Source: an optimization exercise on an open RTL-to-GDS flow (aim: small area and few clock cycles per item). Production flows keep margins and buffers that such runs may drop. Where RTL was checked, it was by simulation tests only, not by an equivalence proof against the original. Function not checked in run 2: the RTL went through the layout flow alone.

==> flow/design.v, too long to show whole: its modules and the start of the top module <==
// module joinC: 15 lines
// module OEHB: 26 lines
// module mul_comb: 763 lines
// module fa_cell: 4 lines
// module ha_cell: 4 lines
// module mul_op: 22 lines
module mul_op #(parameter INPUTS = 2,
		parameter OUTPUTS = 1,
		parameter DATA_IN_SIZE = 32,
		parameter DATA_OUT_SIZE = 32)
		(
		input clk,
		input rst,
		input [INPUTS * (DATA_IN_SIZE)- 1 : 0]data_in_bus,
		input [INPUTS - 1 : 0]valid_in_bus,
		output [INPUTS - 1 : 0] ready_in_bus,
		output [OUTPUTS * (DATA_OUT_SIZE) - 1 : 0]data_out_bus,
		output [OUTPUTS - 1 : 0]valid_out_bus,
		input 	[OUTPUTS - 1 : 0] ready_out_bus
);
  // ...
==> flow/flow/run.sh <==
#!/bin/bash
# The standard layout (standard.sh) with three changes to how it is made:
#  - ABC's area script for the synthesis's technology mapping is flow/abc_area.script
#    (run from a copy of ORFS's scripts folder that differs only in that file);
#  - the port buffers are made from the smallest buffer cell, buf_1;
#  - clock tree synthesis uses clkbuf_8 for its root and tree buffers and adds no dummy loads or sink clusters.
# The synthesis is otherwise the standard one (synth_recipe.tcl), so the registers
# and their names are the standard synthesis's.
set -euo pipefail
cd "$(dirname "$0")/.."
W=$PWD
rm -rf "$W/scripts_abc"
cp -r "$FLOW_HOME/scripts" "$W/scripts_abc"
cp "$W/flow/abc_area.script" "$W/scripts_abc/abc_area.script"
diff -r "$FLOW_HOME/scripts" "$W/scripts_abc" > scripts_diff.log 2>&1 || true
bash standard.sh "SCRIPTS_DIR=$W/scripts_abc" 'BUFFER_PORTS_ARGS=-buffer_cell sky130_fd_sc_hd__buf_1' \
  'CTS_ARGS=-repair_clock_nets -root_buf sky130_fd_sc_hd__clkbuf_8 -buf_list sky130_fd_sc_hd__clkbuf_8 -dont_use_dummy_load' finish > standard_sh.log 2>&1 || { tail -50 standard_sh.log; exit 1; }
tail -5 standard_sh.log
ls -l out/final.def
==> flow/flow/abc_area.script <==
strash
dch
map -a
topo
==> flow/standard.sh <==
#!/bin/bash
# synth_recipe.tcl (not shown) runs the flow's synth.tcl, then flattens the netlist and writes it again
# the make line also repeats each setting of config.mk as NAME=value (left out here)
make -C /OpenROAD-flow-scripts/flow DESIGN_CONFIG=/design/flow/config.mk WORK_HOME=/design/flow/orfs CLKGATE_MAP_FILE= SYNTH_SCRIPT=/design/flow/synth_recipe.tcl "${@:-finish}"
==> flow/config.mk <==
export PLATFORM = sky130hd
export DESIGN_NAME = mul_op
export DESIGN_NICKNAME = mul_op
export VERILOG_FILES = /design/flow/design.v
export SDC_FILE = /design/flow/constraint.sdc
export NUM_CORES = 4
export LEC_CHECK = 0
export ABC_AREA = 1
export CAP_MARGIN = 10
export CORE_MARGIN = 2
export CORE_UTILIZATION = 60
export GPL_TIMING_DRIVEN = 0
export PLACE_DENSITY = 0.75
export SLEW_MARGIN = 10
export SYNTH_HIERARCHICAL = 1
==> flow/constraint.sdc <==
create_clock -name core_clock -period 8.0 [get_ports {clk}]
set_input_delay 1.6000 -clock core_clock [delete_from_list [all_inputs] [get_ports {clk}]]
set_output_delay 1.6000 -clock core_clock [all_outputs]
set_load 0.01 [all_outputs]
==> flow_summary.toml, run 1 <==
[cells_and_area]
final_cell_mix = "xor2_1, o22ai_1, fa_1"
fin_nets = 1547
fin_area_mm2 = 0.0122
nFillCells = 1446

[critical_path]
path_delay_family = "adder cells"
critPathSlowestCell = "buf_2"
reg2reg_depth = 2
timing.rr.end = "oehb_buffer.data_reg[30]$_DFFE_PP_"
path_class = "in -> reg"
rr_startpoint = "oehb_buffer.valid_out_bus$_DFFE_PP0P_"
path_max_fanout = 19
crit_start = "data_in_bus[47]"

[logic_synthesis]
yosys-top-cells-count = "xor2_1, o22ai_1, fa_1"
postSynthAreaPerCell_um2 = 10.0
syn_inst = 1099
synth-xor-area-share_pct = 23.6
ys_warn_count = 7
ys_types = 19
synth_adder_area_share_pct = 43.2

[sta]
fmax_mhz = 130
slew-limit-headroom_pct = 45.8

[global_route]
grt_overflow = 0
busiest_layer = "met2"

[run_status]
status = "no timing/DRC/antenna violations"

[clocking]
cts.path.max_buffers = 2
clkLatencyLatePin_ns = 0.32
cts_tree = "done"
post_cts_buffers = 0
cts.sinks = 33
hold_buffers = 0

[placement]
gp_congestion = 0.892
placed_area_mm2 = 0.0119

[route]
ant_nets = 0
route.detailed.drc = 0

[floorplan]
design.portCount = 104
initial_core_util_pct = 61.2

[min_path]
hold_depth = 2
hp-class = "reg -> reg"
Testbench counts, summed over its fixed seeds: cycles 12,008, items 12,000.
==> run 2, diff against run 1 <==
--- a/flow/design.v
+++ b/flow/design.v
@@ -684,127 +684,113 @@
   wire pg5 = g[5] | (t[5] & pg4);
   wire pp5 = t[5] & pp4;
   wire pg6 = g[6] | (t[6] & pg5);
   wire pp6 = t[6] & pp5;
   wire pg7 = g[7] | (t[7] & pg6);
   wire pp7 = t[7] & pp6;
   wire pg8 = g[8] | (t[8] & pg7);
   wire pp8 = t[8] & pp7;
-  wire pg9 = g[10] | (t[10] & g[9]);
-  wire pp9 = t[10] & t[9];
-  wire pg10 = g[12] | (t[12] & g[11]);
-  wire pp10 = t[12] & t[11];
-  wire pg11 = g[14] | (t[14] & g[13]);
-  wire pp11 = t[14] & t[13];
-  wire pg12 = g[16] | (t[16] & g[15]);
-  wire pp12 = t[16] & t[15];
-  wire pg13 = g[18] | (t[18] & g[17]);
-  wire pp13 = t[18] & t[17];
-  wire pg14 = g[20] | (t[20] & g[19]);
-  wire pp14 = t[20] & t[19];
-  wire pg15 = g[22] | (t[22] & g[21]);
-  wire pp15 = t[22] & t[21];
-  wire pg16 = g[24] | (t[24] & g[23]);
-  wire pp16 = t[24] & t[23];
-  wire pg17 = g[26] | (t[26] & g[25]);
-  wire pp17 = t[26] & t[25];
-  wire pg18 = g[28] | (t[28] & g[27]);
-  wire pp18 = t[28] & t[27];
-  wire pg19 = g[30] | (t[30] & g[29]);
-  wire pp19 = t[30] & t[29];
-  wire pg20 = pg9 | (pp9 & pg8);
-  wire pp20 = pp9 & pp8;
-  wire pg21 = pg11 | (pp11 & pg10);
-  wire pp21 = pp11 & pp10;
-  wire pg22 = pg13 | (pp13 & pg12);
-  wire pp22 = pp13 & pp12;
-  wire pg23 = pg15 | (pp15 & pg14);
-  wire pp23 = pp15 & pp14;
+  wire pg9 = g[9] | (t[9] & pg8);
+  wire pp9 = t[9] & pp8;
+  wire pg10 = g[10] | (t[10] & pg9);
+  wire pp10 = t[10] & pp9;
+  wire pg11 = g[11] | (t[11] & pg10);
+  wire pp11 = t[11] & pp10;
+  wire pg12 = g[12] | (t[12] & pg11);
+  wire pp12 = t[12] & pp11;
+  wire pg13 = g[13] | (t[13] & pg12);
+  wire pp13 = t[13] & pp12;
+  wire pg14 = g[14] | (t[14] & pg13);
+  wire pp14 = t[14] & pp13;
+  wire pg15 = g[15] | (t[15] & pg14);
+  wire pp15 = t[15] & pp14;
+  wire pg16 = g[16] | (t[16] & pg15);
+  wire pp16 = t[16] & pp15;
+  wire pg17 = g[18] | (t[18] & g[17]);
+  wire pp17 = t[18] & t[17];
+  wire pg18 = g[20] | (t[20] & g[19]);
+  wire pp18 = t[20] & t[19];
+  wire pg19 = g[22] | (t[22] & g[21]);
+  wire pp19 = t[22] & t[21];
+  wire pg20 = g[24] | (t[24] & g[23]);
+  wire pp20 = t[24] & t[23];
+  wire pg21 = g[26] | (t[26] & g[25]);
+  wire pp21 = t[26] & t[25];
+  wire pg22 = g[28] | (t[28] & g[27]);
+  wire pp22 = t[28] & t[27];
+  wire pg23 = g[30] | (t[30] & g[29]);
+  wire pp23 = t[30] & t[29];
   wire pg24 = pg17 | (pp17 & pg16);
   wire pp24 = pp17 & pp16;
   wire pg25 = pg19 | (pp19 & pg18);
   wire pp25 = pp19 & pp18;
   wire pg26 = pg21 | (pp21 & pg20);
   wire pp26 = pp21 & pp20;
   wire pg27 = pg23 | (pp23 & pg22);
   wire pp27 = pp23 & pp22;
   wire pg28 = pg25 | (pp25 & pg24);
   wire pp28 = pp25 & pp24;
   wire pg29 = pg27 | (pp27 & pg26);
   wire pp29 = pp27 & pp26;
-  wire pg30 = pg28 | (pp28 & pg29);
-  wire pp30 = pp28 & pp29;
-  wire pg31 = pg22 | (pp22 & pg26);
-  wire pp31 = pp22 & pp26;
-  wire pg32 = pg24 | (pp24 & pg29);
-  wire pp32 = pp24 & pp29;
-  wire pg33 = pg10 | (pp10 & pg20);
-  wire pp33 = pp10 & pp20;
-  wire pg34 = pg12 | (pp12 & pg26);
-  wire pp34 = pp12 & pp26;
-  wire pg35 = pg14 | (pp14 & pg31);
-  wire pp35 = pp14 & pp31;
-  wire pg36 = pg16 | (pp16 & pg29);
-  wire pp36 = pp16 & pp29;
-  wire pg37 = pg18 | (pp18 & pg32);
-  wire pp37 = pp18 & pp32;
-  wire pg38 = g[9] | (t[9] & pg8);
-  wire pp38 = t[9] & pp8;
-  wire pg39 = g[11] | (t[11] & pg20);
-  wire pp39 = t[11] & pp20;
-  wire pg40 = g[13] | (t[13] & pg33);
-  wire pp40 = t[13] & pp33;
-  wire pg41 = g[15] | (t[15] & pg26);
-  wire pp41 = t[15] & pp26;
-  wire pg42 = g[17] | (t[17] & pg34);
-  wire pp42 = t[17] & pp34;
-  wire pg43 = g[19] | (t[19] & pg31);
-  wire pp43 = t[19] & pp31;
-  wire pg44 = g[21] | (t[21] & pg35);
-  wire pp44 = t[21] & pp35;
-  wire pg45 = g[23] | (t[23] & pg29);
-  wire pp45 = t[23] & pp29;
-  wire pg46 = g[25] | (t[25] & pg36);
-  wire pp46 = t[25] & pp36;
-  wire pg47 = g[27] | (t[27] & pg32);
-  wire pp47 = t[27] & pp32;
-  wire pg48 = g[29] | (t[29] & pg37);
-  wire pp48 = t[29] & pp37;
+  wire pg30 = pg29 | (pp29 & pg28);
+  wire pp30 = pp29 & pp28;
+  wire pg31 = pg26 | (pp26 & pg28);
+  wire pp31 = pp26 & pp28;
+  wire pg32 = pg18 | (pp18 & pg24);
+  wire pp32 = pp18 & pp24;
+  wire pg33 = pg20 | (pp20 & pg28);
+  wire pp33 = pp20 & pp28;
+  wire pg34 = pg22 | (pp22 & pg31);
+  wire pp34 = pp22 & pp31;
+  wire pg35 = g[17] | (t[17] & pg16);
+  wire pp35 = t[17] & pp16;
+  wire pg36 = g[19] | (t[19] & pg24);
+  wire pp36 = t[19] & pp24;
+  wire pg37 = g[21] | (t[21] & pg32);
+  wire pp37 = t[21] & pp32;
+  wire pg38 = g[23] | (t[23] & pg28);
+  wire pp38 = t[23] & pp28;
+  wire pg39 = g[25] | (t[25] & pg33);
+  wire pp39 = t[25] & pp33;
+  wire pg40 = g[27] | (t[27] & pg31);
+  wire pp40 = t[27] & pp31;
+  wire pg41 = g[29] | (t[29] & pg34);
+  wire pp41 = t[29] & pp34;
   assign p[0] = t[0];
   assign p[1] = t[1] ^ g[0];
   assign p[2] = t[2] ^ pg1;
   assign p[3] = t[3] ^ pg2;
   assign p[4] = t[4] ^ pg3;
   assign p[5] = t[5] ^ pg4;
   assign p[6] = t[6] ^ pg5;
   assign p[7] = t[7] ^ pg6;
   assign p[8] = t[8] ^ pg7;
   assign p[9] = t[9] ^ pg8;
-  assign p[10] = t[10] ^ pg38;
-  assign p[11] = t[11] ^ pg20;
-  assign p[12] = t[12] ^ pg39;
-  assign p[13] = t[13] ^ pg33;
-  assign p[14] = t[14] ^ pg40;
-  assign p[15] = t[15] ^ pg26;
-  assign p[16] = t[16] ^ pg41;
-  assign p[17] = t[17] ^ pg34;
-  assign p[18] = t[18] ^ pg42;
-  assign p[19] = t[19] ^ pg31;
-  assign p[20] = t[20] ^ pg43;
-  assign p[21] = t[21] ^ pg35;
-  assign p[22] = t[22] ^ pg44;
-  assign p[23] = t[23] ^ pg29;
-  assign p[24] = t[24] ^ pg45;
-  assign p[25] = t[25] ^ pg36;
-  assign p[26] = t[26] ^ pg46;
-  assign p[27] = t[27] ^ pg32;
-  assign p[28] = t[28] ^ pg47;
-  assign p[29] = t[29] ^ pg37;
-  assign p[30] = t[30] ^ pg48;
+  assign p[10] = t[10] ^ pg9;
+  assign p[11] = t[11] ^ pg10;
+  assign p[12] = t[12] ^ pg11;
+  assign p[13] = t[13] ^ pg12;
+  assign p[14] = t[14] ^ pg13;
+  assign p[15] = t[15] ^ pg14;
+  assign p[16] = t[16] ^ pg15;
+  assign p[17] = t[17] ^ pg16;
+  assign p[18] = t[18] ^ pg35;
+  assign p[19] = t[19] ^ pg24;
+  assign p[20] = t[20] ^ pg36;
+  assign p[21] = t[21] ^ pg32;
+  assign p[22] = t[22] ^ pg37;
+  assign p[23] = t[23] ^ pg28;
+  assign p[24] = t[24] ^ pg38;
+  assign p[25] = t[25] ^ pg33;
+  assign p[26] = t[26] ^ pg39;
+  assign p[27] = t[27] ^ pg31;
+  assign p[28] = t[28] ^ pg40;
+  assign p[29] = t[29] ^ pg34;
+  assign p[30] = t[30] ^ pg41;
   assign p[31] = t[31] ^ pg30;
 endmodule
 module fa_cell (input a, input b, input ci, output s, output co);
   assign s = a ^ b ^ ci;
   assign co = (a & b) | (a & ci) | (b & ci);
 endmodule
 module ha_cell (input a, input b, output s, output co);
   assign s = a ^ b;
==> flow/flow/run.sh (replaced) <==
#!/bin/bash
set -euo pipefail
cd "$(dirname "$0")/.."
bash standard.sh 'BUFFER_PORTS_ARGS=-buffer_cell sky130_fd_sc_hd__buf_1' finish > standard_sh.log 2>&1 || { tail -50 standard_sh.log; exit 1; }
tail -5 standard_sh.log
ls -l out/final.def
==> flow/config.mk (replaced) <==
export PLATFORM = sky130hd
export DESIGN_NAME = mul_op
export DESIGN_NICKNAME = mul_op
export VERILOG_FILES = /design/flow/design.v
export SDC_FILE = /design/flow/constraint.sdc
export NUM_CORES = 4
export LEC_CHECK = 0
export ABC_AREA = 1
export CAP_MARGIN = 20
export CORE_MARGIN = 2
export CORE_UTILIZATION = 40
export SLEW_MARGIN = 20
export SYNTH_HIERARCHICAL = 1
removed: flow/flow/abc_area.script
==> run 2 against run 1 <==
Net effect:
- now fails the layout checks on setup timing
- sequential share of layout area shrank 0.82 points
- synthesized cell count increased by 22%
- die area is 60% higher
- clock skew fell by 0.0062 ns
- highest routed layer unchanged
==> flow_summary.toml, run 2 <==
[route]
route.detailed.drc = 0
wl_met3_mm = 3.49
highest_layer = "met4"
drtPass1Iterations = 5
vias = 10300
wl_met2_mm = 17.1
wl_met1_mm = 15.9
first_iter_violations = 868
wl_per_cell_um = 19.9
routed_wl_mm = 36.9
drt-vias-per-instance = 5.53
ant_nets = 0

[critical_path]
arrival_ns = 8.80
path_max_fanout = 7
reg2reg_slack_ns = 6.60
max_stage_delay_ns = 0.36
required_ns = 8.04
crit_top_cell = "fa_2"
end_kind = "flop"
cp-start-kind = "primary input"
timing.rr.end = "oehb_buffer.data_reg[21]$_DFFE_PP_"
critPathSlowestCell = "fa_2"
rr_startpoint = "oehb_buffer.valid_out_bus$_DFFE_PP0P_"
reg2reg_depth = 1
path_class = "in -> reg"

[sta]
layout_setup_ws_ns = -0.761
final_hold_viol_count = 0
finalSetupViolations = 13
fin_worst_skew_ns = 0.00827
fin_crit_sh_pct = 110
fmax_mhz = 114
setup_tns_ns = -6.61
worst_pin_slew_ns = 0.833
drv_slew = 0
finalCriticalPeriod_ns = 8.76
slew-limit-headroom_pct = 44.3
rsz0062_at_grt = "yes"
holdWs_ns = 1.05

[logic_synthesis]
synth-main-ff-cell = "edfxtp_1"
ys_warn_count = 7
yosys-top-cells-count = "xor2_1, o22ai_1, fa_1"
synthTopCellsByArea = "fa_1, xor2_1, o22ai_1"
yosysMostFrequentCell = "xor2_1"
synth_edf_count = 32
syn_area_mm2 = 0.0119
postSynthAreaPerCell_um2 = 8.85
synth_top_cell_by_area = "fa_1"
syn_inst = 1343
synth_nets = 1659
synth_seq_cells = 33
ys_types = 37
seq_area_frac_synth_pct = 8.29
synthArstFlopShare_pct = 3.03
synth_top_area_share_pct = 36.7

[cells_and_area]
layout_commonest_cell = "xor2_1"
area_delta_synth_final_pct = 14.6
layout-drive-gt1-share_pct = 14.5
fin_util_pct = 46.2
n_antenna_cell = 0
final_cell_mix = "xor2_1, o22ai_1, fa_1"
largest_reg_flops = 32
fin_nets = 1778

[global_route]
grt_overflow = 0
grt_util_all_layers_pct = 24.0
grt_pass1_wl_mm = 58.0
grt_start_max_net_pins = 36
grt_pass1_vias = 10500
antenna_found_initial = 0

[min_path]
holdPathEnd = "oehb_buffer.valid_out_bus$_DFFE_PP0P_"
hold_depth = 2
hp-class = "reg -> reg"
min_from = "oehb_buffer.valid_out_bus$_DFFE_PP0P_"

[floorplan]
rows = 63
design.portCount = 104
core_region_area_mm2 = 0.0295
die_w_um = 176
initial_core_util_pct = 40.3
die-area_mm2 = 0.0311
die_h_um = 176

[clocking]
cts.sinks = 33
hold_buffers = 0
cts.path.max_buffers = 2
cts_tree = "done"
cts_made_buffers = 5
cts_root_buffer = "clkbuf_16"
clk_pin_slew_ns = 0.06
h-tree-depth = 2
clkLatencyLatePin_ns = 0.29

[placement]
place.port_buffers = 103
gp_congestion = 0.924
place_hpwl_mm = 30.5

[run_status]
violations = "setup timing"
status = "failed layout checks"

[job]
maxCapViolCount = 0
-- run 2: cell count changes in the layout (fill, tap and decap cells not counted), sizes merged, moves of 8 or more --
cell and delta:
xor2 -18, inv +126, a21oi -8, ha -8, nor2 -58, nand3 +39, o22ai -14, clkinvlp -9
xnor2 -18, nand2 +173, buf +98, clkinv -79
-- run 2: timing repair --
item / in CTS / in global routing
buffers inserted: 3 / 2
gates cloned: 0 / 0
gates resized for setup: 30 / 19
setup endpoints to repair: 13 / 13
pin swaps: 7 / 5
-- run 2: cell type report --
cell class,instances,area (µm²)
Sequential cell,33,986
Multi-Input combinational cell,1060,10100
Clock buffer,5,125
Fill cell,2907,15900
Clock inverter,3,65.1
Tap cell,390,488
Timing Repair Buffer,220,1350
Inverter,142,538
-- run 2: through the flow --
stage	area [µm²]	setup WS, ns	instances
floorplan	12000	-1.02	1343
global placement	13200	-1.26	1840
detailed placement	13200	-1.34	1840
CTS	13500	-0.839	1851
global route	13600	-0.991	1853
finish	13600	-0.761	1853
-- run 2: worst max-delay path, delay by kind of cell --
family,cells,cell delay [ns]
buffers and inverters,8,0.67
xor gates and xnor gates,2,0.37
AOI/OAI and AO/OA,3,0.56
and+or+nand+nor,7,0.62
adders and majority gates,15,4.97
-- run 2: per-layer routing --
layer | global-route usage [%] | vias up
met5 | 0 | -
met4 | 4.34 | 0
met3 | 5.28 | 44
met2 | 38.9 | 491
met1 | 33.4 | 5024
li1 | - | 4693
-- run 2: kinds of logic (layout without fill, tap and decap cells) --
kind of cell,count (synthesis),in the layout,synth area share (%)
buf+inv,250,370,8.44
xor+xnor,260,260,19.2
fa+ha+maj,247,247,39.8
compound gates,277,277,14.5
flops,33,33,8.29
simple gates,276,276,9.86
-- run 2: how the worst max path moves through the flow --
stage | start | endpoint | slack (ns) | cells after the start
floorplan | data_in_bus[33] | oehb_buffer.data_reg[30]$_DFFE_PP_ | -1.02 | 34
global placement | data_in_bus[32] | oehb_buffer.data_reg[30]$_DFFE_PP_ | -1.26 | 36
detailed placement | data_in_bus[32] | oehb_buffer.data_reg[30]$_DFFE_PP_ | -1.34 | 36
CTS | data_in_bus[33] | oehb_buffer.data_reg[30]$_DFFE_PP_ | -0.84 | 35
global route | data_in_bus[33] | oehb_buffer.data_reg[30]$_DFFE_PP_ | -0.99 | 33
finish | data_in_bus[33] | oehb_buffer.data_reg[30]$_DFFE_PP_ | -0.76 | 35
-- run 2: per-module statistics from Yosys (local to each module, per instance), a selection --
| module | copies in the design | cell area [µm²] | flops+latches |
|---|---|---|---|
| mul_comb | 1 | 6760 | 0 |
| ha_cell | 14 | 12.5 | 0 |
| fa_cell | 196 | 20.0 | 0 |

[re-timing with driven ports]
The flow's constraints put no driver on any port. The routed layouts listed below were extracted and timed again, unchanged, in two steps. Step 1 sets driving cells, clkbuf_16 on the clock port and buf_2 on the other inputs (assumed; they add their load-dependent delay and slew). Step 2, shift: input delay + t, output delay - t, t = (earliest + latest rising clock arrival at the registers) / 2. This alone moves slack from input paths to output paths. Three values: ideal ports, drivers, drivers and shift; two values: the first two.
run | t, ns | setup WS [ns] | pins driven straight from the clock port
run 1 | 0.363 | 0.304 / 0.322 / -0.042 | 1
run 2 | 0.327 | -0.761 / -0.775 / -1.101 | 1
Met with ideal ports but missed after step 2: setup timing in run 1. For run 1, which loses most, drivers alone change the setup slack by +0.018 ns; drivers and shift together by -0.346 ns.
